Source: an optimization exercise on an open RTL-to-GDS flow (aim: small area, a short achievable clock period and few clock cycles). Production flows keep margins and buffers that such runs may drop. Only simulation tests tie the RTL to the original design; equivalence was not proved. Power is estimated from default activity; no workload was simulated.

**design/flow/config.mk**
```make
export PLATFORM = sky130hd
export DESIGN_NAME = fmultiplier
export DESIGN_NICKNAME = fmultiplier
export VERILOG_FILES = /design/flow/design.v
export SDC_FILE = /design/flow/constraint.sdc
export NUM_CORES = 4
export LEC_CHECK = 0
export ABC_AREA = 1
export CAP_MARGIN = 20
export CORE_MARGIN = 2
export CORE_UTILIZATION = 40
export PLACE_DENSITY = 0.6
export SETUP_SLACK_MARGIN = 4.2
export SLEW_MARGIN = 20
export SYNTH_HIERARCHICAL = 1
```
**design/flow/standard.sh**
```bash
#!/bin/bash
# synth_recipe.tcl (not shown) runs the flow's synth.tcl, then flattens the netlist and writes it again
# the make line also repeats each setting of config.mk as NAME=value (left out here)
make -C /OpenROAD-flow-scripts/flow DESIGN_CONFIG=/design/flow/config.mk WORK_HOME=/design/flow/orfs CLKGATE_MAP_FILE= SYNTH_SCRIPT=/design/flow/synth_recipe.tcl "${@:-finish}"
```
**design/flow/constraint.sdc**
```tcl
create_clock -name core_clock -period 10.0 [get_ports {clk}]
set_input_delay 2.0000 -clock core_clock [delete_from_list [all_inputs] [get_ports {clk}]]
set_output_delay 2.0000 -clock core_clock [all_outputs]
set_load 0.01 [all_outputs]
```
**design/flow/design.v**
```verilog
`timescale 1ns / 1ps
module fmultiplier(
    input  wire        clk,
    input  wire        rst,
    input  wire        valid,       
    input  wire [31:0] a,
    input  wire [31:0] b,
    output reg  [31:0] z,
    output reg         out_valid    
);
    function automatic [4:0] msb23(input [22:0] x);
        integer i;
        begin
            msb23 = 5'd0;
            for (i = 0; i < 23; i = i + 1)
                if (x[i]) msb23 = i[4:0];
        end
    endfunction
    wire        sa = a[31], sb = b[31];
    wire [7:0]  ea = a[30:23], eb = b[30:23];
    wire [22:0] fa = a[22:0], fb = b[22:0];
    wire a_ez = (ea == 8'h00), b_ez = (eb == 8'h00);
    wire a_eo = (ea == 8'hFF), b_eo = (eb == 8'hFF);
    wire a_fz = (fa == 23'd0), b_fz = (fb == 23'd0);
    wire a_nan  = a_eo & ~a_fz, b_nan  = b_eo & ~b_fz;
    wire a_inf  = a_eo &  a_fz, b_inf  = b_eo &  b_fz;
    wire a_zero = a_ez &  a_fz, b_zero = b_ez &  b_fz;
    wire is_nan  = a_nan | b_nan | (a_inf & b_zero) | (b_inf & a_zero);
    wire is_inf  = a_inf | b_inf;
    wire is_zero = a_zero | b_zero;
    wire [23:0] ma = {~a_ez, fa};
    wire [23:0] mb = {~b_ez, fb};
    wire [7:0]  xa = {ea[7:1], ea[0] | a_ez};
    wire [7:0]  xb = {eb[7:1], eb[0] | b_ez};
    wire [26:0] yb = {2'b00, mb, 1'b0};
    wire [12:0] bn;               
    wire [24:0] bm0, bm1, bm2, bm3, bm4, bm5, bm6, bm7, bm8, bm9, bm10, bm11, bm12;
    wire [24:0] bmx [0:12];
    genvar gi;
    generate
        for (gi = 0; gi < 13; gi = gi + 1) begin : g_booth
            wire d2 = yb[2*gi+2], d1 = yb[2*gi+1], d0 = yb[2*gi];
            wire one = d1 ^ d0;
            wire two = ~one & (d2 ^ d1);
            assign bn[gi] = d2;
            assign bmx[gi] = (({25{one}} & {1'b0, ma}) | ({25{two}} & {ma, 1'b0})) ^ {25{bn[gi]}};
        end
    endgenerate
    assign bm0 = bmx[0];   assign bm1 = bmx[1];   assign bm2 = bmx[2];
    assign bm3 = bmx[3];   assign bm4 = bmx[4];   assign bm5 = bmx[5];
    assign bm6 = bmx[6];   assign bm7 = bmx[7];   assign bm8 = bmx[8];
    assign bm9 = bmx[9];   assign bm10 = bmx[10]; assign bm11 = bmx[11];
    assign bm12 = bmx[12];
    wire hs0, hc0;
    fmul_ha u_ha0 (.a(bn[8]), .b(bm0[16]), .s(hs0), .co(hc0));
    wire hs1, hc1;
    fmul_ha u_ha1 (.a(bm0[17]), .b(bm1[15]), .s(hs1), .co(hc1));
    wire fs0, fc0;
    fmul_fa u_fa0 (.a(bn[9]), .b(bm0[18]), .c(bm1[16]), .s(fs0), .co(fc0));
    wire hs2, hc2;
    fmul_ha u_ha2 (.a(bm2[14]), .b(bm3[12]), .s(hs2), .co(hc2));
    wire fs1, fc1;
    fmul_fa u_fa1 (.a(bm0[19]), .b(bm1[17]), .c(bm2[15]), .s(fs1), .co(fc1));
    wire hs3, hc3;
    fmul_ha u_ha3 (.a(bm3[13]), .b(bm4[11]), .s(hs3), .co(hc3));
    wire fs2, fc2;
    fmul_fa u_fa2 (.a(bn[10]), .b(bm0[20]), .c(bm1[18]), .s(fs2), .co(fc2));
    wire fs3, fc3;
    fmul_fa u_fa3 (.a(bm2[16]), .b(bm3[14]), .c(bm4[12]), .s(fs3), .co(fc3));
    wire hs4, hc4;
    fmul_ha u_ha4 (.a(bm5[10]), .b(bm6[8]), .s(hs4), .co(hc4));
    wire fs4, fc4;
    fmul_fa u_fa4 (.a(bm0[21]), .b(bm1[19]), .c(bm2[17]), .s(fs4), .co(fc4));
    wire fs5, fc5;
    fmul_fa u_fa5 (.a(bm3[15]), .b(bm4[13]), .c(bm5[11]), .s(fs5), .co(fc5));
    wire hs5, hc5;
    fmul_ha u_ha5 (.a(bm6[9]), .b(bm7[7]), .s(hs5), .co(hc5));
    wire fs6, fc6;
    fmul_fa u_fa6 (.a(bn[11]), .b(bm0[22]), .c(bm1[20]), .s(fs6), .co(fc6));
    wire fs7, fc7;
    fmul_fa u_fa7 (.a(bm2[18]), .b(bm3[16]), .c(bm4[14]), .s(fs7), .co(fc7));
    wire fs8, fc8;
    fmul_fa u_fa8 (.a(bm5[12]), .b(bm6[10]), .c(bm7[8]), .s(fs8), .co(fc8));
    wire hs6, hc6;
    fmul_ha u_ha6 (.a(bm8[6]), .b(bm9[4]), .s(hs6), .co(hc6));
    wire fs9, fc9;
    fmul_fa u_fa9 (.a(bm0[23]), .b(bm1[21]), .c(bm2[19]), .s(fs9), .co(fc9));
    wire fs10, fc10;
    fmul_fa u_fa10 (.a(bm3[17]), .b(bm4[15]), .c(bm5[13]), .s(fs10), .co(fc10));
    wire fs11, fc11;
    fmul_fa u_fa11 (.a(bm6[11]), .b(bm7[9]), .c(bm8[7]), .s(fs11), .co(fc11));
    wire hs7, hc7;
    fmul_ha u_ha7 (.a(bm9[5]), .b(bm10[3]), .s(hs7), .co(hc7));
    wire fs12, fc12;
    fmul_fa u_fa12 (.a(bm0[24]), .b(bm1[22]), .c(bm2[20]), .s(fs12), .co(fc12));
    wire fs13, fc13;
    fmul_fa u_fa13 (.a(bm3[18]), .b(bm4[16]), .c(bm5[14]), .s(fs13), .co(fc13));
    wire fs14, fc14;
    fmul_fa u_fa14 (.a(bm6[12]), .b(bm7[10]), .c(bm8[8]), .s(fs14), .co(fc14));
    wire fs15, fc15;
    fmul_fa u_fa15 (.a(bm9[6]), .b(bm10[4]), .c(bm11[2]), .s(fs15), .co(fc15));
    wire fs16, fc16;
    fmul_fa u_fa16 (.a(bn[0]), .b(bm1[23]), .c(bm2[21]), .s(fs16), .co(fc16));
    wire fs17, fc17;
    fmul_fa u_fa17 (.a(bm3[19]), .b(bm4[17]), .c(bm5[15]), .s(fs17), .co(fc17));
    wire fs18, fc18;
    fmul_fa u_fa18 (.a(bm6[13]), .b(bm7[11]), .c(bm8[9]), .s(fs18), .co(fc18));
    wire fs19, fc19;
    fmul_fa u_fa19 (.a(bm9[7]), .b(bm10[5]), .c(bm11[3]), .s(fs19), .co(fc19));
    wire fs20, fc20;
    fmul_fa u_fa20 (.a(bn[0]), .b(bm1[24]), .c(bm2[22]), .s(fs20), .co(fc20));
    wire fs21, fc21;
    fmul_fa u_fa21 (.a(bm3[20]), .b(bm4[18]), .c(bm5[16]), .s(fs21), .co(fc21));
    wire fs22, fc22;
    fmul_fa u_fa22 (.a(bm6[14]), .b(bm7[12]), .c(bm8[10]), .s(fs22), .co(fc22));
    wire fs23, fc23;
    fmul_fa u_fa23 (.a(bm9[8]), .b(bm10[6]), .c(bm11[4]), .s(fs23), .co(fc23));
    wire fs24, fc24;
    fmul_fa u_fa24 (.a(~bn[0]), .b(~bn[1]), .c(bm2[23]), .s(fs24), .co(fc24));
    wire fs25, fc25;
    fmul_fa u_fa25 (.a(bm3[21]), .b(bm4[19]), .c(bm5[17]), .s(fs25), .co(fc25));
    wire fs26, fc26;
    fmul_fa u_fa26 (.a(bm6[15]), .b(bm7[13]), .c(bm8[11]), .s(fs26), .co(fc26));
    wire fs27, fc27;
    fmul_fa u_fa27 (.a(bm9[9]), .b(bm10[7]), .c(bm11[5]), .s(fs27), .co(fc27));
    wire fs28, fc28;
    fmul_fa u_fa28 (.a(1'b1), .b(bm2[24]), .c(bm3[22]), .s(fs28), .co(fc28));
    wire fs29, fc29;
    fmul_fa u_fa29 (.a(bm4[20]), .b(bm5[18]), .c(bm6[16]), .s(fs29), .co(fc29));
    wire fs30, fc30;
    fmul_fa u_fa30 (.a(bm7[14]), .b(bm8[12]), .c(bm9[10]), .s(fs30), .co(fc30));
    wire hs8, hc8;
    fmul_ha u_ha8 (.a(bm10[8]), .b(bm11[6]), .s(hs8), .co(hc8));
    wire fs31, fc31;
    fmul_fa u_fa31 (.a(~bn[2]), .b(bm3[23]), .c(bm4[21]), .s(fs31), .co(fc31));
    wire fs32, fc32;
    fmul_fa u_fa32 (.a(bm5[19]), .b(bm6[17]), .c(bm7[15]), .s(fs32), .co(fc32));
    wire fs33, fc33;
    fmul_fa u_fa33 (.a(bm8[13]), .b(bm9[11]), .c(bm10[9]), .s(fs33), .co(fc33));
    wire fs34, fc34;
    fmul_fa u_fa34 (.a(1'b1), .b(bm3[24]), .c(bm4[22]), .s(fs34), .co(fc34));
    wire fs35, fc35;
    fmul_fa u_fa35 (.a(bm5[20]), .b(bm6[18]), .c(bm7[16]), .s(fs35), .co(fc35));
    wire hs9, hc9;
    fmul_ha u_ha9 (.a(bm8[14]), .b(bm9[12]), .s(hs9), .co(hc9));
    wire fs36, fc36;
    fmul_fa u_fa36 (.a(~bn[3]), .b(bm4[23]), .c(bm5[21]), .s(fs36), .co(fc36));
    wire fs37, fc37;
    fmul_fa u_fa37 (.a(bm6[19]), .b(bm7[17]), .c(bm8[15]), .s(fs37), .co(fc37));
    wire fs38, fc38;
    fmul_fa u_fa38 (.a(1'b1), .b(bm4[24]), .c(bm5[22]), .s(fs38), .co(fc38));
    wire hs10, hc10;
    fmul_ha u_ha10 (.a(bm6[20]), .b(bm7[18]), .s(hs10), .co(hc10));
    wire fs39, fc39;
    fmul_fa u_fa39 (.a(~bn[4]), .b(bm5[23]), .c(bm6[21]), .s(fs39), .co(fc39));
    wire hs11, hc11;
    fmul_ha u_ha11 (.a(1'b1), .b(bm5[24]), .s(hs11), .co(hc11));
    wire hs12, hc12;
    fmul_ha u_ha12 (.a(bn[5]), .b(bm0[10]), .s(hs12), .co(hc12));
    wire hs13, hc13;
    fmul_ha u_ha13 (.a(bm0[11]), .b(bm1[9]), .s(hs13), .co(hc13));
    wire fs40, fc40;
    fmul_fa u_fa40 (.a(bn[6]), .b(bm0[12]), .c(bm1[10]), .s(fs40), .co(fc40));
    wire hs14, hc14;
    fmul_ha u_ha14 (.a(bm2[8]), .b(bm3[6]), .s(hs14), .co(hc14));
    wire fs41, fc41;
    fmul_fa u_fa41 (.a(bm0[13]), .b(bm1[11]), .c(bm2[9]), .s(fs41), .co(fc41));
    wire hs15, hc15;
    fmul_ha u_ha15 (.a(bm3[7]), .b(bm4[5]), .s(hs15), .co(hc15));
    wire fs42, fc42;
    fmul_fa u_fa42 (.a(bn[7]), .b(bm0[14]), .c(bm1[12]), .s(fs42), .co(fc42));
    wire fs43, fc43;
    fmul_fa u_fa43 (.a(bm2[10]), .b(bm3[8]), .c(bm4[6]), .s(fs43), .co(fc43));
    wire hs16, hc16;
    fmul_ha u_ha16 (.a(bm5[4]), .b(bm6[2]), .s(hs16), .co(hc16));
    wire fs44, fc44;
    fmul_fa u_fa44 (.a(bm0[15]), .b(bm1[13]), .c(bm2[11]), .s(fs44), .co(fc44));
    wire fs45, fc45;
    fmul_fa u_fa45 (.a(bm3[9]), .b(bm4[7]), .c(bm5[5]), .s(fs45), .co(fc45));
    wire hs17, hc17;
    fmul_ha u_ha17 (.a(bm6[3]), .b(bm7[1]), .s(hs17), .co(hc17));
    wire fs46, fc46;
    fmul_fa u_fa46 (.a(bm1[14]), .b(bm2[12]), .c(bm3[10]), .s(fs46), .co(fc46));
    wire fs47, fc47;
    fmul_fa u_fa47 (.a(bm4[8]), .b(bm5[6]), .c(bm6[4]), .s(fs47), .co(fc47));
    wire fs48, fc48;
    fmul_fa u_fa48 (.a(bm7[2]), .b(bm8[0]), .c(hs0), .s(fs48), .co(fc48));
    wire fs49, fc49;
    fmul_fa u_fa49 (.a(bm2[13]), .b(bm3[11]), .c(bm4[9]), .s(fs49), .co(fc49));
    wire fs50, fc50;
    fmul_fa u_fa50 (.a(bm5[7]), .b(bm6[5]), .c(bm7[3]), .s(fs50), .co(fc50));
    wire fs51, fc51;
    fmul_fa u_fa51 (.a(bm8[1]), .b(hc0), .c(hs1), .s(fs51), .co(fc51));
    wire fs52, fc52;
    fmul_fa u_fa52 (.a(bm4[10]), .b(bm5[8]), .c(bm6[6]), .s(fs52), .co(fc52));
    wire fs53, fc53;
    fmul_fa u_fa53 (.a(bm7[4]), .b(bm8[2]), .c(bm9[0]), .s(fs53), .co(fc53));
    wire fs54, fc54;
    fmul_fa u_fa54 (.a(hc1), .b(hs2), .c(fs0), .s(fs54), .co(fc54));
    wire fs55, fc55;
    fmul_fa u_fa55 (.a(bm5[9]), .b(bm6[7]), .c(bm7[5]), .s(fs55), .co(fc55));
    wire fs56, fc56;
    fmul_fa u_fa56 (.a(bm8[3]), .b(bm9[1]), .c(hc2), .s(fs56), .co(fc56));
    wire fs57, fc57;
    fmul_fa u_fa57 (.a(hs3), .b(fc0), .c(fs1), .s(fs57), .co(fc57));
    wire fs58, fc58;
    fmul_fa u_fa58 (.a(bm7[6]), .b(bm8[4]), .c(bm9[2]), .s(fs58), .co(fc58));
    wire fs59, fc59;
    fmul_fa u_fa59 (.a(bm10[0]), .b(hc3), .c(hs4), .s(fs59), .co(fc59));
    wire fs60, fc60;
    fmul_fa u_fa60 (.a(fc1), .b(fs2), .c(fs3), .s(fs60), .co(fc60));
    wire fs61, fc61;
    fmul_fa u_fa61 (.a(bm8[5]), .b(bm9[3]), .c(bm10[1]), .s(fs61), .co(fc61));
    wire fs62, fc62;
    fmul_fa u_fa62 (.a(hc4), .b(hs5), .c(fc2), .s(fs62), .co(fc62));
    wire fs63, fc63;
    fmul_fa u_fa63 (.a(fc3), .b(fs4), .c(fs5), .s(fs63), .co(fc63));
    wire fs64, fc64;
    fmul_fa u_fa64 (.a(bm10[2]), .b(bm11[0]), .c(hc5), .s(fs64), .co(fc64));
    wire fs65, fc65;
    fmul_fa u_fa65 (.a(hs6), .b(fc4), .c(fc5), .s(fs65), .co(fc65));
    wire fs66, fc66;
    fmul_fa u_fa66 (.a(fs6), .b(fs7), .c(fs8), .s(fs66), .co(fc66));
    wire fs67, fc67;
    fmul_fa u_fa67 (.a(bm11[1]), .b(hc6), .c(hs7), .s(fs67), .co(fc67));
    wire fs68, fc68;
    fmul_fa u_fa68 (.a(fc6), .b(fc7), .c(fc8), .s(fs68), .co(fc68));
    wire fs69, fc69;
    fmul_fa u_fa69 (.a(fs9), .b(fs10), .c(fs11), .s(fs69), .co(fc69));
    wire fs70, fc70;
    fmul_fa u_fa70 (.a(bm12[0]), .b(hc7), .c(fc9), .s(fs70), .co(fc70));
    wire fs71, fc71;
    fmul_fa u_fa71 (.a(fc10), .b(fc11), .c(fs12), .s(fs71), .co(fc71));
    wire fs72, fc72;
    fmul_fa u_fa72 (.a(fs13), .b(fs14), .c(fs15), .s(fs72), .co(fc72));
    wire fs73, fc73;
    fmul_fa u_fa73 (.a(bm12[1]), .b(fc12), .c(fc13), .s(fs73), .co(fc73));
    wire fs74, fc74;
    fmul_fa u_fa74 (.a(fc14), .b(fc15), .c(fs16), .s(fs74), .co(fc74));
    wire fs75, fc75;
    fmul_fa u_fa75 (.a(fs17), .b(fs18), .c(fs19), .s(fs75), .co(fc75));
    wire fs76, fc76;
    fmul_fa u_fa76 (.a(bm12[2]), .b(fc16), .c(fc17), .s(fs76), .co(fc76));
    wire fs77, fc77;
    fmul_fa u_fa77 (.a(fc18), .b(fc19), .c(fs20), .s(fs77), .co(fc77));
    wire fs78, fc78;
    fmul_fa u_fa78 (.a(fs21), .b(fs22), .c(fs23), .s(fs78), .co(fc78));
    wire fs79, fc79;
    fmul_fa u_fa79 (.a(bm12[3]), .b(fc20), .c(fc21), .s(fs79), .co(fc79));
    wire fs80, fc80;
    fmul_fa u_fa80 (.a(fc22), .b(fc23), .c(fs24), .s(fs80), .co(fc80));
    wire fs81, fc81;
    fmul_fa u_fa81 (.a(fs25), .b(fs26), .c(fs27), .s(fs81), .co(fc81));
    wire fs82, fc82;
    fmul_fa u_fa82 (.a(bm12[4]), .b(hs8), .c(fc24), .s(fs82), .co(fc82));
    wire fs83, fc83;
    fmul_fa u_fa83 (.a(fc25), .b(fc26), .c(fc27), .s(fs83), .co(fc83));
    wire fs84, fc84;
    fmul_fa u_fa84 (.a(fs28), .b(fs29), .c(fs30), .s(fs84), .co(fc84));
    wire fs85, fc85;
    fmul_fa u_fa85 (.a(bm11[7]), .b(bm12[5]), .c(hc8), .s(fs85), .co(fc85));
    wire fs86, fc86;
    fmul_fa u_fa86 (.a(fc28), .b(fc29), .c(fc30), .s(fs86), .co(fc86));
    wire fs87, fc87;
    fmul_fa u_fa87 (.a(fs31), .b(fs32), .c(fs33), .s(fs87), .co(fc87));
    wire fs88, fc88;
    fmul_fa u_fa88 (.a(bm10[10]), .b(bm11[8]), .c(bm12[6]), .s(fs88), .co(fc88));
    wire fs89, fc89;
    fmul_fa u_fa89 (.a(hs9), .b(fc31), .c(fc32), .s(fs89), .co(fc89));
    wire fs90, fc90;
    fmul_fa u_fa90 (.a(fc33), .b(fs34), .c(fs35), .s(fs90), .co(fc90));
    wire fs91, fc91;
    fmul_fa u_fa91 (.a(bm9[13]), .b(bm10[11]), .c(bm11[9]), .s(fs91), .co(fc91));
    wire fs92, fc92;
    fmul_fa u_fa92 (.a(bm12[7]), .b(hc9), .c(fc34), .s(fs92), .co(fc92));
    wire fs93, fc93;
    fmul_fa u_fa93 (.a(fc35), .b(fs36), .c(fs37), .s(fs93), .co(fc93));
    wire fs94, fc94;
    fmul_fa u_fa94 (.a(bm8[16]), .b(bm9[14]), .c(bm10[12]), .s(fs94), .co(fc94));
    wire fs95, fc95;
    fmul_fa u_fa95 (.a(bm11[10]), .b(bm12[8]), .c(hs10), .s(fs95), .co(fc95));
    wire fs96, fc96;
    fmul_fa u_fa96 (.a(fc36), .b(fc37), .c(fs38), .s(fs96), .co(fc96));
    wire fs97, fc97;
    fmul_fa u_fa97 (.a(bm7[19]), .b(bm8[17]), .c(bm9[15]), .s(fs97), .co(fc97));
    wire fs98, fc98;
    fmul_fa u_fa98 (.a(bm10[13]), .b(bm11[11]), .c(bm12[9]), .s(fs98), .co(fc98));
    wire fs99, fc99;
    fmul_fa u_fa99 (.a(hc10), .b(fc38), .c(fs39), .s(fs99), .co(fc99));
    wire fs100, fc100;
    fmul_fa u_fa100 (.a(bm6[22]), .b(bm7[20]), .c(bm8[18]), .s(fs100), .co(fc100));
    wire fs101, fc101;
    fmul_fa u_fa101 (.a(bm9[16]), .b(bm10[14]), .c(bm11[12]), .s(fs101), .co(fc101));
    wire fs102, fc102;
    fmul_fa u_fa102 (.a(bm12[10]), .b(hs11), .c(fc39), .s(fs102), .co(fc102));
    wire fs103, fc103;
    fmul_fa u_fa103 (.a(~bn[5]), .b(bm6[23]), .c(bm7[21]), .s(fs103), .co(fc103));
    wire fs104, fc104;
    fmul_fa u_fa104 (.a(bm8[19]), .b(bm9[17]), .c(bm10[15]), .s(fs104), .co(fc104));
    wire fs105, fc105;
    fmul_fa u_fa105 (.a(bm11[13]), .b(bm12[11]), .c(hc11), .s(fs105), .co(fc105));
    wire fs106, fc106;
    fmul_fa u_fa106 (.a(1'b1), .b(bm6[24]), .c(bm7[22]), .s(fs106), .co(fc106));
    wire fs107, fc107;
    fmul_fa u_fa107 (.a(bm8[20]), .b(bm9[18]), .c(bm10[16]), .s(fs107), .co(fc107));
    wire hs18, hc18;
    fmul_ha u_ha18 (.a(bm11[14]), .b(bm12[12]), .s(hs18), .co(hc18));
    wire fs108, fc108;
    fmul_fa u_fa108 (.a(~bn[6]), .b(bm7[23]), .c(bm8[21]), .s(fs108), .co(fc108));
    wire fs109, fc109;
    fmul_fa u_fa109 (.a(bm9[19]), .b(bm10[17]), .c(bm11[15]), .s(fs109), .co(fc109));
    wire fs110, fc110;
    fmul_fa u_fa110 (.a(1'b1), .b(bm7[24]), .c(bm8[22]), .s(fs110), .co(fc110));
    wire hs19, hc19;
    fmul_ha u_ha19 (.a(bm9[20]), .b(bm10[18]), .s(hs19), .co(hc19));
    wire fs111, fc111;
    fmul_fa u_fa111 (.a(~bn[7]), .b(bm8[23]), .c(bm9[21]), .s(fs111), .co(fc111));
    wire hs20, hc20;
    fmul_ha u_ha20 (.a(1'b1), .b(bm8[24]), .s(hs20), .co(hc20));
    wire hs21, hc21;
    fmul_ha u_ha21 (.a(bn[3]), .b(bm0[6]), .s(hs21), .co(hc21));
    wire hs22, hc22;
    fmul_ha u_ha22 (.a(bm0[7]), .b(bm1[5]), .s(hs22), .co(hc22));
    wire fs112, fc112;
    fmul_fa u_fa112 (.a(bn[4]), .b(bm0[8]), .c(bm1[6]), .s(fs112), .co(fc112));
    wire hs23, hc23;
    fmul_ha u_ha23 (.a(bm2[4]), .b(bm3[2]), .s(hs23), .co(hc23));
    wire fs113, fc113;
    fmul_fa u_fa113 (.a(bm0[9]), .b(bm1[7]), .c(bm2[5]), .s(fs113), .co(fc113));
    wire hs24, hc24;
    fmul_ha u_ha24 (.a(bm3[3]), .b(bm4[1]), .s(hs24), .co(hc24));
    wire fs114, fc114;
    fmul_fa u_fa114 (.a(bm1[8]), .b(bm2[6]), .c(bm3[4]), .s(fs114), .co(fc114));
    wire fs115, fc115;
    fmul_fa u_fa115 (.a(bm4[2]), .b(bm5[0]), .c(hs12), .s(fs115), .co(fc115));
    wire fs116, fc116;
    fmul_fa u_fa116 (.a(bm2[7]), .b(bm3[5]), .c(bm4[3]), .s(fs116), .co(fc116));
    wire fs117, fc117;
    fmul_fa u_fa117 (.a(bm5[1]), .b(hc12), .c(hs13), .s(fs117), .co(fc117));
    wire fs118, fc118;
    fmul_fa u_fa118 (.a(bm4[4]), .b(bm5[2]), .c(bm6[0]), .s(fs118), .co(fc118));
    wire fs119, fc119;
    fmul_fa u_fa119 (.a(hc13), .b(hs14), .c(fs40), .s(fs119), .co(fc119));
    wire fs120, fc120;
    fmul_fa u_fa120 (.a(bm5[3]), .b(bm6[1]), .c(hc14), .s(fs120), .co(fc120));
    wire fs121, fc121;
    fmul_fa u_fa121 (.a(hs15), .b(fc40), .c(fs41), .s(fs121), .co(fc121));
    wire fs122, fc122;
    fmul_fa u_fa122 (.a(bm7[0]), .b(hc15), .c(hs16), .s(fs122), .co(fc122));
    wire fs123, fc123;
    fmul_fa u_fa123 (.a(fc41), .b(fs42), .c(fs43), .s(fs123), .co(fc123));
    wire fs124, fc124;
    fmul_fa u_fa124 (.a(hc16), .b(hs17), .c(fc42), .s(fs124), .co(fc124));
    wire fs125, fc125;
    fmul_fa u_fa125 (.a(fc43), .b(fs44), .c(fs45), .s(fs125), .co(fc125));
    wire fs126, fc126;
    fmul_fa u_fa126 (.a(hc17), .b(fc44), .c(fc45), .s(fs126), .co(fc126));
    wire fs127, fc127;
    fmul_fa u_fa127 (.a(fs46), .b(fs47), .c(fs48), .s(fs127), .co(fc127));
    wire fs128, fc128;
    fmul_fa u_fa128 (.a(fc46), .b(fc47), .c(fs49), .s(fs128), .co(fc128));
    wire fs129, fc129;
    fmul_fa u_fa129 (.a(fs50), .b(fc48), .c(fs51), .s(fs129), .co(fc129));
    wire fs130, fc130;
    fmul_fa u_fa130 (.a(fc49), .b(fc50), .c(fs52), .s(fs130), .co(fc130));
    wire fs131, fc131;
    fmul_fa u_fa131 (.a(fs53), .b(fc51), .c(fs54), .s(fs131), .co(fc131));
    wire fs132, fc132;
    fmul_fa u_fa132 (.a(fc52), .b(fc53), .c(fs55), .s(fs132), .co(fc132));
    wire fs133, fc133;
    fmul_fa u_fa133 (.a(fs56), .b(fc54), .c(fs57), .s(fs133), .co(fc133));
    wire fs134, fc134;
    fmul_fa u_fa134 (.a(fc55), .b(fs58), .c(fc56), .s(fs134), .co(fc134));
    wire fs135, fc135;
    fmul_fa u_fa135 (.a(fs59), .b(fc57), .c(fs60), .s(fs135), .co(fc135));
    wire fs136, fc136;
    fmul_fa u_fa136 (.a(fc58), .b(fs61), .c(fc59), .s(fs136), .co(fc136));
    wire fs137, fc137;
    fmul_fa u_fa137 (.a(fc60), .b(fs62), .c(fs63), .s(fs137), .co(fc137));
    wire fs138, fc138;
    fmul_fa u_fa138 (.a(fc61), .b(fs64), .c(fc62), .s(fs138), .co(fc138));
    wire fs139, fc139;
    fmul_fa u_fa139 (.a(fc63), .b(fs65), .c(fs66), .s(fs139), .co(fc139));
    wire fs140, fc140;
    fmul_fa u_fa140 (.a(fc64), .b(fs67), .c(fc65), .s(fs140), .co(fc140));
    wire fs141, fc141;
    fmul_fa u_fa141 (.a(fc66), .b(fs68), .c(fs69), .s(fs141), .co(fc141));
    wire fs142, fc142;
    fmul_fa u_fa142 (.a(fc67), .b(fc68), .c(fc69), .s(fs142), .co(fc142));
    wire fs143, fc143;
    fmul_fa u_fa143 (.a(fs70), .b(fs71), .c(fs72), .s(fs143), .co(fc143));
    wire fs144, fc144;
    fmul_fa u_fa144 (.a(fc70), .b(fc71), .c(fc72), .s(fs144), .co(fc144));
    wire fs145, fc145;
    fmul_fa u_fa145 (.a(fs73), .b(fs74), .c(fs75), .s(fs145), .co(fc145));
    wire fs146, fc146;
    fmul_fa u_fa146 (.a(fc73), .b(fc74), .c(fc75), .s(fs146), .co(fc146));
    wire fs147, fc147;
    fmul_fa u_fa147 (.a(fs76), .b(fs77), .c(fs78), .s(fs147), .co(fc147));
    wire fs148, fc148;
    fmul_fa u_fa148 (.a(fc76), .b(fc77), .c(fc78), .s(fs148), .co(fc148));
    wire fs149, fc149;
    fmul_fa u_fa149 (.a(fs79), .b(fs80), .c(fs81), .s(fs149), .co(fc149));
    wire fs150, fc150;
    fmul_fa u_fa150 (.a(fc79), .b(fc80), .c(fc81), .s(fs150), .co(fc150));
    wire fs151, fc151;
    fmul_fa u_fa151 (.a(fs82), .b(fs83), .c(fs84), .s(fs151), .co(fc151));
    wire fs152, fc152;
    fmul_fa u_fa152 (.a(fs85), .b(fc82), .c(fc83), .s(fs152), .co(fc152));
    wire fs153, fc153;
    fmul_fa u_fa153 (.a(fc84), .b(fs86), .c(fs87), .s(fs153), .co(fc153));
    wire fs154, fc154;
    fmul_fa u_fa154 (.a(fs88), .b(fc85), .c(fc86), .s(fs154), .co(fc154));
    wire fs155, fc155;
    fmul_fa u_fa155 (.a(fc87), .b(fs89), .c(fs90), .s(fs155), .co(fc155));
    wire fs156, fc156;
    fmul_fa u_fa156 (.a(fc88), .b(fs91), .c(fc89), .s(fs156), .co(fc156));
    wire fs157, fc157;
    fmul_fa u_fa157 (.a(fc90), .b(fs92), .c(fs93), .s(fs157), .co(fc157));
    wire fs158, fc158;
    fmul_fa u_fa158 (.a(fc91), .b(fs94), .c(fs95), .s(fs158), .co(fc158));
    wire fs159, fc159;
    fmul_fa u_fa159 (.a(fc92), .b(fc93), .c(fs96), .s(fs159), .co(fc159));
    wire fs160, fc160;
    fmul_fa u_fa160 (.a(fc94), .b(fs97), .c(fs98), .s(fs160), .co(fc160));
    wire fs161, fc161;
    fmul_fa u_fa161 (.a(fc95), .b(fc96), .c(fs99), .s(fs161), .co(fc161));
    wire fs162, fc162;
    fmul_fa u_fa162 (.a(fc97), .b(fc98), .c(fs100), .s(fs162), .co(fc162));
    wire fs163, fc163;
    fmul_fa u_fa163 (.a(fs101), .b(fc99), .c(fs102), .s(fs163), .co(fc163));
    wire fs164, fc164;
    fmul_fa u_fa164 (.a(fc100), .b(fc101), .c(fs103), .s(fs164), .co(fc164));
    wire fs165, fc165;
    fmul_fa u_fa165 (.a(fs104), .b(fs105), .c(fc102), .s(fs165), .co(fc165));
    wire fs166, fc166;
    fmul_fa u_fa166 (.a(hs18), .b(fc103), .c(fc104), .s(fs166), .co(fc166));
    wire fs167, fc167;
    fmul_fa u_fa167 (.a(fs106), .b(fs107), .c(fc105), .s(fs167), .co(fc167));
    wire fs168, fc168;
    fmul_fa u_fa168 (.a(bm12[13]), .b(hc18), .c(fc106), .s(fs168), .co(fc168));
    wire fs169, fc169;
    fmul_fa u_fa169 (.a(fc107), .b(fs108), .c(fs109), .s(fs169), .co(fc169));
    wire fs170, fc170;
    fmul_fa u_fa170 (.a(bm11[16]), .b(bm12[14]), .c(hs19), .s(fs170), .co(fc170));
    wire fs171, fc171;
    fmul_fa u_fa171 (.a(fc108), .b(fc109), .c(fs110), .s(fs171), .co(fc171));
    wire fs172, fc172;
    fmul_fa u_fa172 (.a(bm10[19]), .b(bm11[17]), .c(bm12[15]), .s(fs172), .co(fc172));
    wire fs173, fc173;
    fmul_fa u_fa173 (.a(hc19), .b(fc110), .c(fs111), .s(fs173), .co(fc173));
    wire fs174, fc174;
    fmul_fa u_fa174 (.a(bm9[22]), .b(bm10[20]), .c(bm11[18]), .s(fs174), .co(fc174));
    wire fs175, fc175;
    fmul_fa u_fa175 (.a(bm12[16]), .b(hs20), .c(fc111), .s(fs175), .co(fc175));
    wire fs176, fc176;
    fmul_fa u_fa176 (.a(~bn[8]), .b(bm9[23]), .c(bm10[21]), .s(fs176), .co(fc176));
    wire fs177, fc177;
    fmul_fa u_fa177 (.a(bm11[19]), .b(bm12[17]), .c(hc20), .s(fs177), .co(fc177));
    wire fs178, fc178;
    fmul_fa u_fa178 (.a(1'b1), .b(bm9[24]), .c(bm10[22]), .s(fs178), .co(fc178));
    wire hs25, hc25;
    fmul_ha u_ha25 (.a(bm11[20]), .b(bm12[18]), .s(hs25), .co(hc25));
    wire fs179, fc179;
    fmul_fa u_fa179 (.a(~bn[9]), .b(bm10[23]), .c(bm11[21]), .s(fs179), .co(fc179));
    wire hs26, hc26;
    fmul_ha u_ha26 (.a(1'b1), .b(bm10[24]), .s(hs26), .co(hc26));
    wire hs27, hc27;
    fmul_ha u_ha27 (.a(bn[2]), .b(bm0[4]), .s(hs27), .co(hc27));
    wire hs28, hc28;
    fmul_ha u_ha28 (.a(bm0[5]), .b(bm1[3]), .s(hs28), .co(hc28));
    wire fs180, fc180;
    fmul_fa u_fa180 (.a(bm1[4]), .b(bm2[2]), .c(bm3[0]), .s(fs180), .co(fc180));
    wire fs181, fc181;
    fmul_fa u_fa181 (.a(bm2[3]), .b(bm3[1]), .c(hc21), .s(fs181), .co(fc181));
    wire fs182, fc182;
    fmul_fa u_fa182 (.a(bm4[0]), .b(hc22), .c(hs23), .s(fs182), .co(fc182));
    wire fs183, fc183;
    fmul_fa u_fa183 (.a(hc23), .b(hs24), .c(fc112), .s(fs183), .co(fc183));
    wire fs184, fc184;
    fmul_fa u_fa184 (.a(hc24), .b(fc113), .c(fs114), .s(fs184), .co(fc184));
    wire fs185, fc185;
    fmul_fa u_fa185 (.a(fc114), .b(fs116), .c(fc115), .s(fs185), .co(fc185));
    wire fs186, fc186;
    fmul_fa u_fa186 (.a(fc116), .b(fs118), .c(fc117), .s(fs186), .co(fc186));
    wire fs187, fc187;
    fmul_fa u_fa187 (.a(fc118), .b(fs120), .c(fc119), .s(fs187), .co(fc187));
    wire fs188, fc188;
    fmul_fa u_fa188 (.a(fc120), .b(fs122), .c(fc121), .s(fs188), .co(fc188));
    wire fs189, fc189;
    fmul_fa u_fa189 (.a(fc122), .b(fc123), .c(fs124), .s(fs189), .co(fc189));
    wire fs190, fc190;
    fmul_fa u_fa190 (.a(fc124), .b(fc125), .c(fs126), .s(fs190), .co(fc190));
    wire fs191, fc191;
    fmul_fa u_fa191 (.a(fc126), .b(fs128), .c(fc127), .s(fs191), .co(fc191));
    wire fs192, fc192;
    fmul_fa u_fa192 (.a(fc128), .b(fs130), .c(fc129), .s(fs192), .co(fc192));
    wire fs193, fc193;
    fmul_fa u_fa193 (.a(fc130), .b(fs132), .c(fc131), .s(fs193), .co(fc193));
    wire fs194, fc194;
    fmul_fa u_fa194 (.a(fc132), .b(fs134), .c(fc133), .s(fs194), .co(fc194));
    wire fs195, fc195;
    fmul_fa u_fa195 (.a(fc134), .b(fs136), .c(fc135), .s(fs195), .co(fc195));
    wire fs196, fc196;
    fmul_fa u_fa196 (.a(fc136), .b(fs138), .c(fc137), .s(fs196), .co(fc196));
    wire fs197, fc197;
    fmul_fa u_fa197 (.a(fc138), .b(fs140), .c(fc139), .s(fs197), .co(fc197));
    wire fs198, fc198;
    fmul_fa u_fa198 (.a(fc140), .b(fc141), .c(fs142), .s(fs198), .co(fc198));
    wire fs199, fc199;
    fmul_fa u_fa199 (.a(fc142), .b(fc143), .c(fs144), .s(fs199), .co(fc199));
    wire fs200, fc200;
    fmul_fa u_fa200 (.a(fc144), .b(fc145), .c(fs146), .s(fs200), .co(fc200));
    wire fs201, fc201;
    fmul_fa u_fa201 (.a(fc146), .b(fc147), .c(fs148), .s(fs201), .co(fc201));
    wire fs202, fc202;
    fmul_fa u_fa202 (.a(fc148), .b(fc149), .c(fs150), .s(fs202), .co(fc202));
    wire fs203, fc203;
    fmul_fa u_fa203 (.a(fc150), .b(fs152), .c(fc151), .s(fs203), .co(fc203));
    wire fs204, fc204;
    fmul_fa u_fa204 (.a(fc152), .b(fs154), .c(fc153), .s(fs204), .co(fc204));
    wire fs205, fc205;
    fmul_fa u_fa205 (.a(fc154), .b(fs156), .c(fc155), .s(fs205), .co(fc205));
    wire fs206, fc206;
    fmul_fa u_fa206 (.a(fs158), .b(fc156), .c(fc157), .s(fs206), .co(fc206));
    wire fs207, fc207;
    fmul_fa u_fa207 (.a(fs160), .b(fc158), .c(fc159), .s(fs207), .co(fc207));
    wire fs208, fc208;
    fmul_fa u_fa208 (.a(fc160), .b(fs162), .c(fc161), .s(fs208), .co(fc208));
    wire fs209, fc209;
    fmul_fa u_fa209 (.a(fc162), .b(fs164), .c(fc163), .s(fs209), .co(fc209));
    wire fs210, fc210;
    fmul_fa u_fa210 (.a(fc164), .b(fs166), .c(fs167), .s(fs210), .co(fc210));
    wire fs211, fc211;
    fmul_fa u_fa211 (.a(fc166), .b(fs168), .c(fs169), .s(fs211), .co(fc211));
    wire fs212, fc212;
    fmul_fa u_fa212 (.a(fs170), .b(fc168), .c(fc169), .s(fs212), .co(fc212));
    wire fs213, fc213;
    fmul_fa u_fa213 (.a(fs172), .b(fc170), .c(fc171), .s(fs213), .co(fc213));
    wire fs214, fc214;
    fmul_fa u_fa214 (.a(fc172), .b(fs174), .c(fc173), .s(fs214), .co(fc214));
    wire fs215, fc215;
    fmul_fa u_fa215 (.a(fc174), .b(fs176), .c(fs177), .s(fs215), .co(fc215));
    wire fs216, fc216;
    fmul_fa u_fa216 (.a(hs25), .b(fc176), .c(fs178), .s(fs216), .co(fc216));
    wire fs217, fc217;
    fmul_fa u_fa217 (.a(bm12[19]), .b(hc25), .c(fc178), .s(fs217), .co(fc217));
    wire fs218, fc218;
    fmul_fa u_fa218 (.a(bm11[22]), .b(bm12[20]), .c(hs26), .s(fs218), .co(fc218));
    wire fs219, fc219;
    fmul_fa u_fa219 (.a(~bn[10]), .b(bm11[23]), .c(bm12[21]), .s(fs219), .co(fc219));
    wire hs29, hc29;
    fmul_ha u_ha29 (.a(1'b1), .b(bm11[24]), .s(hs29), .co(hc29));
    wire hs30, hc30;
    fmul_ha u_ha30 (.a(bn[1]), .b(bm0[2]), .s(hs30), .co(hc30));
    wire hs31, hc31;
    fmul_ha u_ha31 (.a(bm0[3]), .b(bm1[1]), .s(hs31), .co(hc31));
    wire fs220, fc220;
    fmul_fa u_fa220 (.a(bm1[2]), .b(bm2[0]), .c(hs27), .s(fs220), .co(fc220));
    wire fs221, fc221;
    fmul_fa u_fa221 (.a(bm2[1]), .b(hc27), .c(hs28), .s(fs221), .co(fc221));
    wire fs222, fc222;
    fmul_fa u_fa222 (.a(hc28), .b(hs21), .c(fs180), .s(fs222), .co(fc222));
    wire fs223, fc223;
    fmul_fa u_fa223 (.a(hs22), .b(fc180), .c(fs181), .s(fs223), .co(fc223));
    wire fs224, fc224;
    fmul_fa u_fa224 (.a(fs112), .b(fc181), .c(fs182), .s(fs224), .co(fc224));
    wire fs225, fc225;
    fmul_fa u_fa225 (.a(fs113), .b(fc182), .c(fs183), .s(fs225), .co(fc225));
    wire fs226, fc226;
    fmul_fa u_fa226 (.a(fs115), .b(fc183), .c(fs184), .s(fs226), .co(fc226));
    wire fs227, fc227;
    fmul_fa u_fa227 (.a(fs117), .b(fc184), .c(fs185), .s(fs227), .co(fc227));
    wire fs228, fc228;
    fmul_fa u_fa228 (.a(fs119), .b(fc185), .c(fs186), .s(fs228), .co(fc228));
    wire fs229, fc229;
    fmul_fa u_fa229 (.a(fs121), .b(fc186), .c(fs187), .s(fs229), .co(fc229));
    wire fs230, fc230;
    fmul_fa u_fa230 (.a(fs123), .b(fc187), .c(fs188), .s(fs230), .co(fc230));
    wire fs231, fc231;
    fmul_fa u_fa231 (.a(fs125), .b(fc188), .c(fs189), .s(fs231), .co(fc231));
    wire fs232, fc232;
    fmul_fa u_fa232 (.a(fs127), .b(fc189), .c(fs190), .s(fs232), .co(fc232));
    wire fs233, fc233;
    fmul_fa u_fa233 (.a(fs129), .b(fc190), .c(fs191), .s(fs233), .co(fc233));
    wire fs234, fc234;
    fmul_fa u_fa234 (.a(fs131), .b(fc191), .c(fs192), .s(fs234), .co(fc234));
    wire fs235, fc235;
    fmul_fa u_fa235 (.a(fs133), .b(fc192), .c(fs193), .s(fs235), .co(fc235));
    wire fs236, fc236;
    fmul_fa u_fa236 (.a(fs135), .b(fc193), .c(fs194), .s(fs236), .co(fc236));
    wire fs237, fc237;
    fmul_fa u_fa237 (.a(fs137), .b(fc194), .c(fs195), .s(fs237), .co(fc237));
    wire fs238, fc238;
    fmul_fa u_fa238 (.a(fs139), .b(fc195), .c(fs196), .s(fs238), .co(fc238));
    wire fs239, fc239;
    fmul_fa u_fa239 (.a(fs141), .b(fc196), .c(fs197), .s(fs239), .co(fc239));
    wire fs240, fc240;
    fmul_fa u_fa240 (.a(fs143), .b(fc197), .c(fs198), .s(fs240), .co(fc240));
    wire fs241, fc241;
    fmul_fa u_fa241 (.a(fs145), .b(fc198), .c(fs199), .s(fs241), .co(fc241));
    wire fs242, fc242;
    fmul_fa u_fa242 (.a(fs147), .b(fc199), .c(fs200), .s(fs242), .co(fc242));
    wire fs243, fc243;
    fmul_fa u_fa243 (.a(fs149), .b(fc200), .c(fs201), .s(fs243), .co(fc243));
    wire fs244, fc244;
    fmul_fa u_fa244 (.a(fs151), .b(fc201), .c(fs202), .s(fs244), .co(fc244));
    wire fs245, fc245;
    fmul_fa u_fa245 (.a(fs153), .b(fc202), .c(fs203), .s(fs245), .co(fc245));
    wire fs246, fc246;
    fmul_fa u_fa246 (.a(fs155), .b(fc203), .c(fs204), .s(fs246), .co(fc246));
    wire fs247, fc247;
    fmul_fa u_fa247 (.a(fs157), .b(fc204), .c(fs205), .s(fs247), .co(fc247));
    wire fs248, fc248;
    fmul_fa u_fa248 (.a(fs159), .b(fc205), .c(fs206), .s(fs248), .co(fc248));
    wire fs249, fc249;
    fmul_fa u_fa249 (.a(fs161), .b(fc206), .c(fs207), .s(fs249), .co(fc249));
    wire fs250, fc250;
    fmul_fa u_fa250 (.a(fs163), .b(fc207), .c(fs208), .s(fs250), .co(fc250));
    wire fs251, fc251;
    fmul_fa u_fa251 (.a(fs165), .b(fs209), .c(fc208), .s(fs251), .co(fc251));
    wire fs252, fc252;
    fmul_fa u_fa252 (.a(fc165), .b(fs210), .c(fc209), .s(fs252), .co(fc252));
    wire fs253, fc253;
    fmul_fa u_fa253 (.a(fc167), .b(fs211), .c(fc210), .s(fs253), .co(fc253));
    wire fs254, fc254;
    fmul_fa u_fa254 (.a(fs171), .b(fc211), .c(fs212), .s(fs254), .co(fc254));
    wire fs255, fc255;
    fmul_fa u_fa255 (.a(fs173), .b(fc212), .c(fs213), .s(fs255), .co(fc255));
    wire fs256, fc256;
    fmul_fa u_fa256 (.a(fs175), .b(fc213), .c(fs214), .s(fs256), .co(fc256));
    wire fs257, fc257;
    fmul_fa u_fa257 (.a(fc175), .b(fs215), .c(fc214), .s(fs257), .co(fc257));
    wire fs258, fc258;
    fmul_fa u_fa258 (.a(fc177), .b(fs216), .c(fc215), .s(fs258), .co(fc258));
    wire fs259, fc259;
    fmul_fa u_fa259 (.a(fs179), .b(fc216), .c(fs217), .s(fs259), .co(fc259));
    wire fs260, fc260;
    fmul_fa u_fa260 (.a(fc179), .b(fs218), .c(fc217), .s(fs260), .co(fc260));
    wire fs261, fc261;
    fmul_fa u_fa261 (.a(hc26), .b(fs219), .c(fc218), .s(fs261), .co(fc261));
    wire fs262, fc262;
    fmul_fa u_fa262 (.a(bm12[22]), .b(hs29), .c(fc219), .s(fs262), .co(fc262));
    wire fs263, fc263;
    fmul_fa u_fa263 (.a(~bn[11]), .b(bm12[23]), .c(hc29), .s(fs263), .co(fc263));
    wire [47:0] s_row = {fs263, fs262, fs261, fc259, fs259, fs258, fs257, fc255, fc254, fs254, fs253, fs252, fc250, fc249, fc248, fc247, fc246, fc245, fc244, fc243, fc242, fc241, fc240, fc239, fc238, fc237, fc236, fc235, fc234, fc233, fc232, fc231, fc230, fc229, fc228, fc227, fc226, fc225, fc224, fc223, fc222, fc221, fc220, hc31, hc30, bm1[0], bm0[1], bn[0]};
    wire [47:0] c_row = {fc262, fc261, fc260, fs260, fc258, fc257, fc256, fs256, fs255, fc253, fc252, fc251, fs251, fs250, fs249, fs248, fs247, fs246, fs245, fs244, fs243, fs242, fs241, fs240, fs239, fs238, fs237, fs236, fs235, fs234, fs233, fs232, fs231, fs230, fs229, fs228, fs227, fs226, fs225, fs224, fs223, fs222, fs221, fs220, hs31, hs30, 1'b0, bm0[0]};
    wire        sub = a_ez | b_ez;                  
    wire [4:0]  kn  = msb23(a_ez ? fa : fb);        
    wire [7:0]  xo  = a_ez ? xb : xa;               
    wire [8:0]  xs  = {1'b0, xa} + {1'b0, xb};
    wire signed [10:0] u_nn = $signed({2'b00, xs}) - 11'sd128;
    wire signed [10:0] u_sn = $signed({3'b000, xo}) + $signed({6'd0, kn}) - 11'sd150;
    wire signed [10:0] u  = sub ? u_sn : u_nn;
    wire        nrm = ~u[10];                       
    wire [4:0]  t1  = sub ? kn : 5'd23;             
    wire signed [10:0] t2 = 11'sd151 - $signed({2'b00, xs});    
    wire        t2big = (xs < 9'd88);               
    wire [5:0]  t2c = t2big ? 6'd63 : t2[5:0];
    wire [5:0]  tsh = nrm ? {1'b0, t1} : t2c;       
    wire [7:0]  e_0 = nrm ? u[7:0] : 8'd0;          
    wire        ovf_hi = nrm & (u >= 11'sd254);
    wire        ovf_eq = nrm & (u == 11'sd253);
    wire        special = is_nan | is_inf | is_zero;
    wire        uf = (xs < 9'd103);                 
    wire        slow = ~special & ~uf & (a_ez | b_ez | u_nn[10]);
    localparam K = 16;
    wire [K:0]  p_lo = {1'b0, s_row[K-1:0]} + {1'b0, c_row[K-1:0]};
    reg [47:K] r_s, r_c;
    reg [K-1:0] r_plo;
    reg        r_cy;
    reg [5:0]  r_tsh;
    reg [7:0]  r_e0;
    reg        r_ovh, r_ove, r_sz, r_nan, r_inf, r_zero, r_slow;
    reg        r_v1;              
    reg        r_v2;              
    reg [47:22] r_q;              
    reg         r_sst1, r_sst0;   
    wire        hold = r_v1 & r_slow;
    always @(posedge clk) begin
        r_s    <= s_row[47:K];
        r_c    <= c_row[47:K];
        r_plo  <= p_lo[K-1:0];
        r_cy   <= p_lo[K];
        r_tsh  <= tsh;
    end
    always @(posedge clk) begin
        if (!hold) begin
            r_e0   <= e_0;
            r_ovh  <= ovf_hi & ~is_zero;
            r_ove  <= ovf_eq & ~is_zero;
            r_sz   <= sa ^ sb;
            r_nan  <= is_nan;
            r_inf  <= is_inf;
            r_zero <= is_zero | uf;
            r_slow <= slow;
        end
    end
    always @(posedge clk or posedge rst) begin
        if (rst) begin
            r_v1 <= 1'b0;
            r_v2 <= 1'b0;
        end else begin
            r_v1 <= valid;
            r_v2 <= r_v1 & r_slow;
        end
    end
    wire [48:K] p_hc = {r_s, 1'b1} + {r_c, r_cy};
    wire [47:K] p_hi = p_hc[48:K+1];
    wire [47:0] p = {p_hi, r_plo};
    wire [70:0] x  = {p, 23'd0};
    wire [70:0] qx = x >> r_tsh;
    reg [47:0] lo1, lo0;
    integer k;
    always @(*) begin
        for (k = 0; k < 48; k = k + 1) begin
            lo1[k] = (k < r_tsh);
            lo0[k] = (k + 1 < r_tsh);
        end
    end
    always @(posedge clk) begin
        r_q    <= qx[47:22];
        r_sst1 <= |(p & lo1);
        r_sst0 <= |(p & lo0);
    end
    wire [47:22] q = r_v2 ? r_q : p[47:22];
    wire [7:0]  e_1 = r_e0 + 8'd1;
    wire [7:0]  e_2 = r_e0 + 8'd2;
    wire        st1 = r_v2 ? r_sst1 : (p[22:0] != 23'd0);
    wire        st0 = r_v2 ? r_sst0 : (p[21:0] != 22'd0);
    wire        inc_h = q[23] & (st1 | q[24]);
    wire        inc_l = q[22] & (st0 | q[23]);
    wire        inc   = q[47] ? inc_h : inc_l;
    wire [30:0] pk0   = q[47] ? {e_2, q[46:24]} : {(q[46] ? e_1 : r_e0), q[45:23]};
    wire [30:0] pk    = pk0 + {30'd0, inc};
    wire        ovf   = r_ovh | (r_ove & q[47]);
    always @(*) out_valid = (r_v1 & ~r_slow) | r_v2;
    always @(*) begin
        if (r_nan)
            z = 32'h7FC0_0000;
        else if (r_inf | ovf)
            z = {r_sz, 8'hFF, 23'd0};
        else if (r_zero)
            z = {r_sz, 31'd0};
        else
            z = {r_sz, pk};
    end
endmodule
module fmul_fa(input wire a, input wire b, input wire c, output wire s, output wire co);
    assign s  = a ^ b ^ c;
    assign co = (a & b) | (a & c) | (b & c);
endmodule
module fmul_ha(input wire a, input wire b, output wire s, output wire co);
    assign s  = a ^ b;
    assign co = a & b;
endmodule
```
**design/flow/flow/run.sh**
```bash
#!/bin/bash
# Standard layout, with the ports buffered by buf cells instead of the delay
# buffer that buffer_ports picks by default.
export BUFFER_PORTS_ARGS="-buffer_cell sky130_fd_sc_hd__buf_2"
bash standard.sh > standard.log 2>&1
```
==> flow_summary.yaml, run 1 <==
setup_path:
  cp-end-kind: "output pin"
  critPathRequiredTime_ns: 8.00
  worstSetupStartpointType: "register"
  cp.arrival_ns: 4.27
  cp_common_cell: "buf_4"
  slowest_delay_ns: 0.37
  cp_cell_sequence: "inv_2 -> fa_2 -> inv_2 -> nand2_4 -> o21ai_4 -> nand2_2 -> nand2_2 -> buf_4 -> buf_4 -> xor2_2 -> o21ai_0 -> nor2_2 -> a2bb2oi_2 -> ha_4 -> ha_4 -> nand3_4 -> nor2_4 -> nand3_4 -> nor2_4 -> buf_4 -> a21oi_1 -> o21a_1 -> buf_2"
  slowest_stage: "fa_2"
  crit_buf_inv: 6
  cp_top_family: "simple AND/OR/NAND/NOR gates"
  path_class: "register to output pin"
  cp_max_fo: 5
clock_network:
  clock_path_buffers: 2
  cts_buffers: 17
  root_buffer: "clkbuf_16"
  insertion_delay_ns: 0.48
  ctsHoldBuffers: 0
  clkTransAtPathRegs_ns: 0.07
  htree_levels: 4
  cts_tree: "yes"
  clock-sinks: 132
sta:
  fin_crit_ns: 6.27
  finalMaxSlewViolations: 0
  worst_slack_ns: 3.73
  rsz0062_at_grt: "true"
  relSlewSlack_pct: 40.1
  hold_violations: 0
  hold_slack_ns: 0.826
  fin_crit_sh_pct: 62.7
  finClkSkew_ns: 0.0143
  fmax_ghz: 0.159
  fin_setup_tns_ns: 0
  worst_slew_pin_slew_ns: 0.895
  final-setup-viol-count: 0
min_path:
  hold_path.class: "register to register"
logic_synthesis:
  ys_ff_latch: 132
  async_flop_share_pct: 1.52
  synth.area.top_cells: "fa_1 (23%), xor2_1 (12%), nand2_1 (9.8%)"
  synth_top_cell_area_share_pct: 22.6
  synthCells: 3189
  synthFlopType: "dfxtp_1"
  ys_warn_count: 7
  yosysTopAreaCell: "fa_1"
  synth_edf_count: 15
  netlist_area_um2: 23700
  synth_cell_types: 62
  avgSynthCellArea_um2: 7.42
  ys_seq_area_share_pct: 11.8
placed_design:
  place.gp.congestion: 0.956
  post-place-cells: 3936
  port_buffers: 99
  place_ws_ns: 3.04
  hpwl_um: 62000
floorplanning:
  die_w_um: 247
  die_h_um: 247
  start_util_pct: 40.3
  rows: 89
  die_area_um2: 61100
  num_io_pins: 100
  core_area_um2: 58700
grt:
  antenna_found_initial: 0
  grt_util_met2_pct: 46.7
  met1_usage_pct: 37.6
  grt_use_met3_pct: 5.80
  grt-busiest-layer: "met2"
  grt_pass1_wl_um: 135000
  grt_max_degree: 60
  grt_use_total_pct: 28.9
  gr-total-overflow: 0
  grt_pass1_vias: 23200
flow_run:
  maxCapViolations: 0
final_layout:
  n_antenna_cell: 0
  syn_to_final_growth_pct: 19.5
  fin_util_pct: 48.2
  multi_input_area_um2: 20400
  finish.net_count: 3762
  fin_cells: 4096
  regArea_um2: 2810
  layout-drive-gt1-share_pct: 17.7
  n_fill_cell: 5692
route:
  firstDrtPassIters: 8
  drtIter0Drc: 2386
  vias: 24000
  drtAntennaViolNets: 0
  wl_per_cell_um: 21.9
  drc: 0
  routed_wirelength_um: 89900
  via_per_inst: 5.86
pwr:
  p_leak_nw: 12.2
  power_density_nw_per_um2: 406
  irDropWorstVdd_mv: 0.372
outcome:
  status: "complete, no violations"
-- worst reg2reg max path, stage by stage, from the launching register on --
cell	delay, ns
dfxtp_2	0.31
buf_4	0.29
nor2_1	0.57
clkinv_1	0.52
nor2_1	0.37
o21ai_0	0.20
nand2_1	0.10
o2111ai_1	0.11
a2111oi_0	0.44
nand3_1	0.13
nor2_1	0.25
nand4_1	0.13
-- power breakdown --
part | switching, mW | leakage, nW | internal, mW | total (mW)
logic | 6.02 | 10.8 | 3.71 | 9.73
clock network | 0.274 | 0.287 | 0.394 | 0.668
registers | 0.172 | 1.16 | 0.903 | 1.07
total | 6.47 | 12.2 | 5.01 | 11.5
-- registers in the layout, summed over array words and instances, names as in the netlist, 6 cells and up --
register / count
r_c: 32
r_plo: 16
r_tsh: 6
r_q: 26
r_s: 32
r_e0: 8
-- per-module statistics from Yosys (local to each module, per instance) --
module       copies in the design  cells inside  cell area, µm²
fmul_fa                       264             1            20.0
fmul_ha                        32             1            12.5
fmultiplier                     1          2893           18000
-- per-layer routing --
layer  vias up  wire, µm
li1      10900         -
met1     11600     36300
met2      1254     41300
met3       229      8390
met4         0      3830
met5         -         0
-- cell type report --
type	instances	share of cell area [%]
Inverter	280	3.79
Sequential cell	132	9.94
Timing Repair inverter	1	0.0266
Multi-Input combinational cell	2596	72.0
Clock buffer	18	1.52
Timing Repair Buffer	282	8.67
Tap cell	773	3.42
Clock inverter	14	0.624
-- synth_stat cells, types with 18 or more instances --
| cell type | count |
|---|---|
| fa_1 | 267 |
| clkinv_1 | 26 |
| o21ai_0 | 223 |
| o22ai_1 | 283 |
| nand3_1 | 119 |
| dfxtp_1 | 115 |
| a21oi_1 | 94 |
| nor3_1 | 24 |
| nor2_1 | 235 |
| buf_1 | 18 |
| xnor2_1 | 19 |
| clkbuf_1 | 169 |
| or2_2 | 20 |
| inv_1 | 247 |
| xor2_1 | 329 |
| nand2_1 | 620 |
| o21ai_1 | 18 |
| ha_1 | 118 |
| nand4_1 | 28 |
-- path summary, 6_finish.rpt --
path,start,to,slack (ns),cells past startpoint
max in group asynchronous,rst,r_v2,8.52,2
max reg2reg,r_tsh[1],r_sst1,6.41,11
max,r_s[16],z[18],3.73,23
min,r_tsh[3],r_q[40],0.83,4
min reg2reg,r_tsh[3],r_q[40],0.83,4
min in group asynchronous,rst,r_v1,1.36,2
-- cell usage in the layout, fill, tap and decap left out, types with 23 or more instances in the layout --
master / Yosys / final
nand2_1: 620 / 576
xor2_1: 329 / 320
o22ai_1: 283 / 275
fa_1: 267 / 263
inv_1: 247 / 234
nor2_1: 235 / 209
o21ai_0: 223 / 198
buf_4: 2 / 130
nand3_1: 119 / 113
dfxtp_1: 115 / 110
ha_1: 118 / 102
buf_2: 4 / 82
a21oi_1: 94 / 79
buf_6: 5 / 38
nand2_2: 7 / 34
nand4_1: 28 / 28
nor2_4: 7 / 24
o21ai_2: 8 / 24
clkinv_1: 26 / 24
o21ai_1: 18 / 23
-- kinds of logic after synthesis --
| family | share of synthesized area [%] |
|---|---|
| AOI/OAI and AO/OA | 18.8 |
| DFF | 11.8 |
| muxes | 0.339 |
| buffers and inverters | 7.80 |
| other | 0.0159 |
| adders and majority gates | 28.8 |
| and+or+nand+nor | 19.4 |
| xor gates and xnor gates | 13.0 |
-- through the flow --
step | power (mW) | cell area (µm²)
2_1_floorplan | 6.99 | 23800
3_3_place_gp | 9.40 | 25000
3_5_place_dp | 9.49 | 25000
4_1_cts | 10.8 | 27000
5_1_grt | 12.6 | 28300
6_report | 11.5 | 28300
-- timing repair --
item / CTS / global route
resized for setup: 183 / 191
gates cloned: 9 / 7
endpoints found under the setup margin: 95 / 70
pin swaps: 55 / 91
setup buffers: 59 / 52
Testbench counts, summed over its fixed seeds: cycles 16,082.
==> run 2, diff against run 1 <==
--- a/design/flow/config.mk
+++ b/design/flow/config.mk
@@ -12,3 +12,3 @@
 export PLACE_DENSITY = 0.6
-export SETUP_SLACK_MARGIN = 4.2
+export SETUP_SLACK_MARGIN = 4.0
 export SLEW_MARGIN = 20
==> run 2 against run 1 <==
Compared with the run above:
- critical path type unchanged
- synthesized cell count unchanged
- combinational power decreased by 3.6%
- wire length decreased by 3.1%
- final cell count decreased by 1.1%
- clock skew increased by 0.0078 ns
- clock-buffer cell count increased by 2
- worst setup slack improved by 0.12 ns
- hold slack improved by 0.0034 ns
- largest cell class unchanged
- sequential share of layout area increased by 0.35 points
- die area unchanged
==> flow_summary.yaml, run 2 <==
logic_synthesis:
  synthFlopType: "dfxtp_1"
  synthSimpleGateAreaFrac_pct: 19.4
  synth_cell_types: 62
  synth.area.top_cells: "fa_1 (23%), xor2_1 (12%), nand2_1 (9.8%)"
  synth-compound-area-share_pct: 18.8
  synth_top_cell_area_share_pct: 22.6
  synth_edf_count: 15
  ys_ff_latch: 132
  synth_xor_xnor_area_share_pct: 13.0
  synthAdderAreaFrac_pct: 28.8
  ys_warn_count: 7
  synthCells: 3189
  async_flop_share_pct: 1.52
  avgSynthCellArea_um2: 7.42
  yosysTopAreaCell: "fa_1"
  synthMuxAreaShare_pct: 0.339
  synth_most_common_cell: "nand2_1"
  synthTopCellsByCount: "nand2_1 (620), xor2_1 (329), o22ai_1 (283)"
  synth_top_family_by_area: "adder cells"
  netlist_area_um2: 23700
  ys_seq_area_share_pct: 11.8
placed_design:
  post-place-cells: 3939
  hpwl_um: 61900
  place_area_um2: 25000
  port_buffers: 99
  place.gp.congestion: 0.966
  place_ws_ns: 2.77
setup_path:
  worstSetupStartpointType: "register"
  cp.arrival_ns: 4.16
  cp_cell_sequence: "inv_2 -> fa_2 -> inv_2 -> nand2_2 -> o21ai_2 -> nand2_1 -> nand2_2 -> buf_4 -> xor2_2 -> o21ai_0 -> o21ai_0 -> ha_4 -> ha_4 -> nand3_4 -> nor2_4 -> buf_4 -> buf_6 -> nand3_1 -> o21ai_1 -> a21oi_2 -> buf_2"
  slowest_stage: "o21ai_0"
  critPathRequiredTime_ns: 8.00
  path_class: "register to output pin"
  cp-end-kind: "output pin"
  cp_max_fo: 5
  crit_buf_inv: 6
  cp_top_family: "compound AO/OA/AOI/OAI gates"
  slowest_delay_ns: 0.43
clock_network:
  clock_path_buffers: 2
  cts_buffers: 17
  ctsHoldBuffers: 0
  clkTransAtPathRegs_ns: 0.06
  root_buffer: "clkbuf_16"
  htree_levels: 4
  insertion_delay_ns: 0.46
  cts_tree: "yes"
  clock-sinks: 132
route:
  wl_per_cell_um: 21.5
  drtAntennaViolNets: 0
  dr_wl_met2_um: 39800
  m1WireLength_um: 36000
  wl_met3_um: 7220
  drc: 0
  firstDrtPassIters: 5
  routed_wirelength_um: 87100
  vias: 23700
  via_per_inst: 5.84
  routed.top_layer: "met4"
  drtIter0Drc: 2396
final_layout:
  n_antenna_cell: 0
  final_cell_mix: "nand2_1 (588), xor2_1 (321), o22ai_1 (282)"
  fin_cells: 4052
  reg.largest.list: "r_c: 32 flops, r_s: 32 flops, r_q: 26 flops"
  final_common_cell: "nand2_1"
  final_area_um2: 27300
  finish.net_count: 3718
  layout-drive-gt1-share_pct: 15.1
  syn_to_final_growth_pct: 15.3
floorplanning:
  core_area_um2: 58700
  start_util_pct: 40.3
  die_area_um2: 61100
  num_io_pins: 100
  die_h_um: 247
  rows: 89
  die_w_um: 247
pwr:
  power_density_nw_per_um2: 407
  irDropWorstVdd_mv: 0.311
  p_sw_mw: 6.28
  p_comb_share_pct: 84.4
  p_leak_nw: 11.9
  p_int_mw: 4.82
  p_seq_share_pct: 9.5
  p_sw_share_pct: 56.6
  power_frac_clock_pct: 6.1
sta:
  worst_slack_ns: 3.84
  worst_slew_pin_slew_ns: 1.11
  finalMaxSlewViolations: 0
  relSlewSlack_pct: 25.4
  fin_crit_sh_pct: 61.6
  fmax_ghz: 0.162
  hold_violations: 0
  fin_crit_ns: 6.16
  rsz0062_at_grt: "true"
  fin_setup_tns_ns: 0
  finClkSkew_ns: 0.0221
  final-setup-viol-count: 0
flow_run:
  maxCapViolations: 0
grt:
  grt_pass1_vias: 22900
  grt_max_degree: 60
  antenna_found_initial: 0
  grt_pass1_wl_um: 132000
  gr-total-overflow: 0
  grt_use_total_pct: 28.1
outcome:
  status: "complete, no violations"
min_path:
  hold_path.class: "register to register"
==> run 2: through the flow <==
stage / hold slack, ns / power [mW] / util, %
2_1_floorplan: 0.618 / 6.92 / -
3_3_place_gp: 0.822 / 9.35 / 42.5
3_5_place_dp: 0.811 / 9.46 / 42.5
4_1_cts: 0.822 / 10.5 / 44.8
5_1_grt: 0.895 / 12.2 / 46.5
6_report: 0.829 / 11.1 / 46.5
==> run 2: worst paths after layout <==
path / start / to / slack [ns] / cells after the start
min in group asynchronous: rst / r_v2 / 1.38 / 2
max in group asynchronous: rst / r_v1 / 8.51 / 2
max: r_s[16] / z[16] / 3.84 / 21
min reg2reg: r_tsh[3] / r_q[33] / 0.83 / 4
min: r_tsh[3] / r_q[33] / 0.83 / 4
max reg2reg: r_tsh[5] / r_sst0 / 6.42 / 10
==> run 2: routing by layer <==
layer  up-vias  track usage, %
li1      10800               -
met3       255            4.50
met5         -               0
met1     11300            36.7
met2      1227            46.1
met4         0            11.8
==> run 2: power groups by stage <==
stage          logic [mW]  registers [mW]  clock network, mW
2_1_floorplan        5.94           0.986                  0
3_3_place_gp         8.30            1.06                  0
3_5_place_dp         8.40            1.06                  0
4_1_cts              8.80            1.05              0.681
5_1_grt              10.4            1.08              0.703
6_report             9.38            1.05              0.673
==> run 2: per-module statistics from Yosys (local to each module, per instance) <==
module,cells,flip-flops and latches,area [µm²],times used
fmultiplier,2893,132,18000,1
fmul_fa,1,0,20.0,264
fmul_ha,1,0,12.5,32
==> run 2: cell type report <==
cell class                      instances  area (µm²)
Fill cell                            5841       31400
Sequential cell                       132        2810
Timing Repair inverter                  1        7.51
Timing Repair Buffer                  241        1860
Clock inverter                         12         168
Inverter                              280        1070
Multi-Input combinational cell       2593       19900
Tap cell                              773         967
Clock buffer                           20         457
==> run 2: repair_timing <==
action | CTS | global route
resized for setup | 98 | 179
buffers inserted | 28 | 44
pin swaps | 24 | 71
cloned | 5 | 3
endpoints found under the setup margin | 92 | 67
==> run 2: cells by family (layout without fill, tap and decap cells) <==
family / after synthesis / in the layout
simple gates: 1093 / 1096
flops: 132 / 132
compound gates: 743 / 744
other cells: 1 / 10
buf+inv: 478 / 554
mux: 8 / 8
xor+xnor: 349 / 350
fa+ha+maj: 385 / 385
==> run 2: worst register-to-register path: stages (launching register included) <==
cell	delay, ns
dfxtp_1	0.39
nor2_1	0.13
buf_4	0.27
inv_1	0.29
nor2_1	0.51
inv_1	0.39
a21oi_1	0.30
nor2_1	0.07
a2111oi_0	0.54
nand4_1	0.31
nand3b_1	0.24

static timing again, ports no longer ideal:
Ports are ideal in the flow. The routed layouts listed here were re-timed in OpenROAD.
Step 1: set_driving_cell puts a clkbuf_16 on clk and a buf_2 on each other input, an assumption about the parent block.
Step 2 times the ports against the registers' clock, not the clock port: input delays grow and output delays shrink by t, the midpoint of the rising clock arrivals with the driver on.
Slacks: ideal / step 1 / step 2; pairs: ideal / step 1.
run | t, ns | setup slack, ns | cell pins on the clock port's net
run 1 | 0.534 | 3.725 / 3.667 / 3.546 | 1
run 2 | 0.513 | 3.843 / 3.783 / 3.485 | 1
After both steps every run listed still meets setup and hold. For run 2, which loses most, drivers alone change the setup slack by -0.060 ns; drivers and shift together by -0.358 ns.
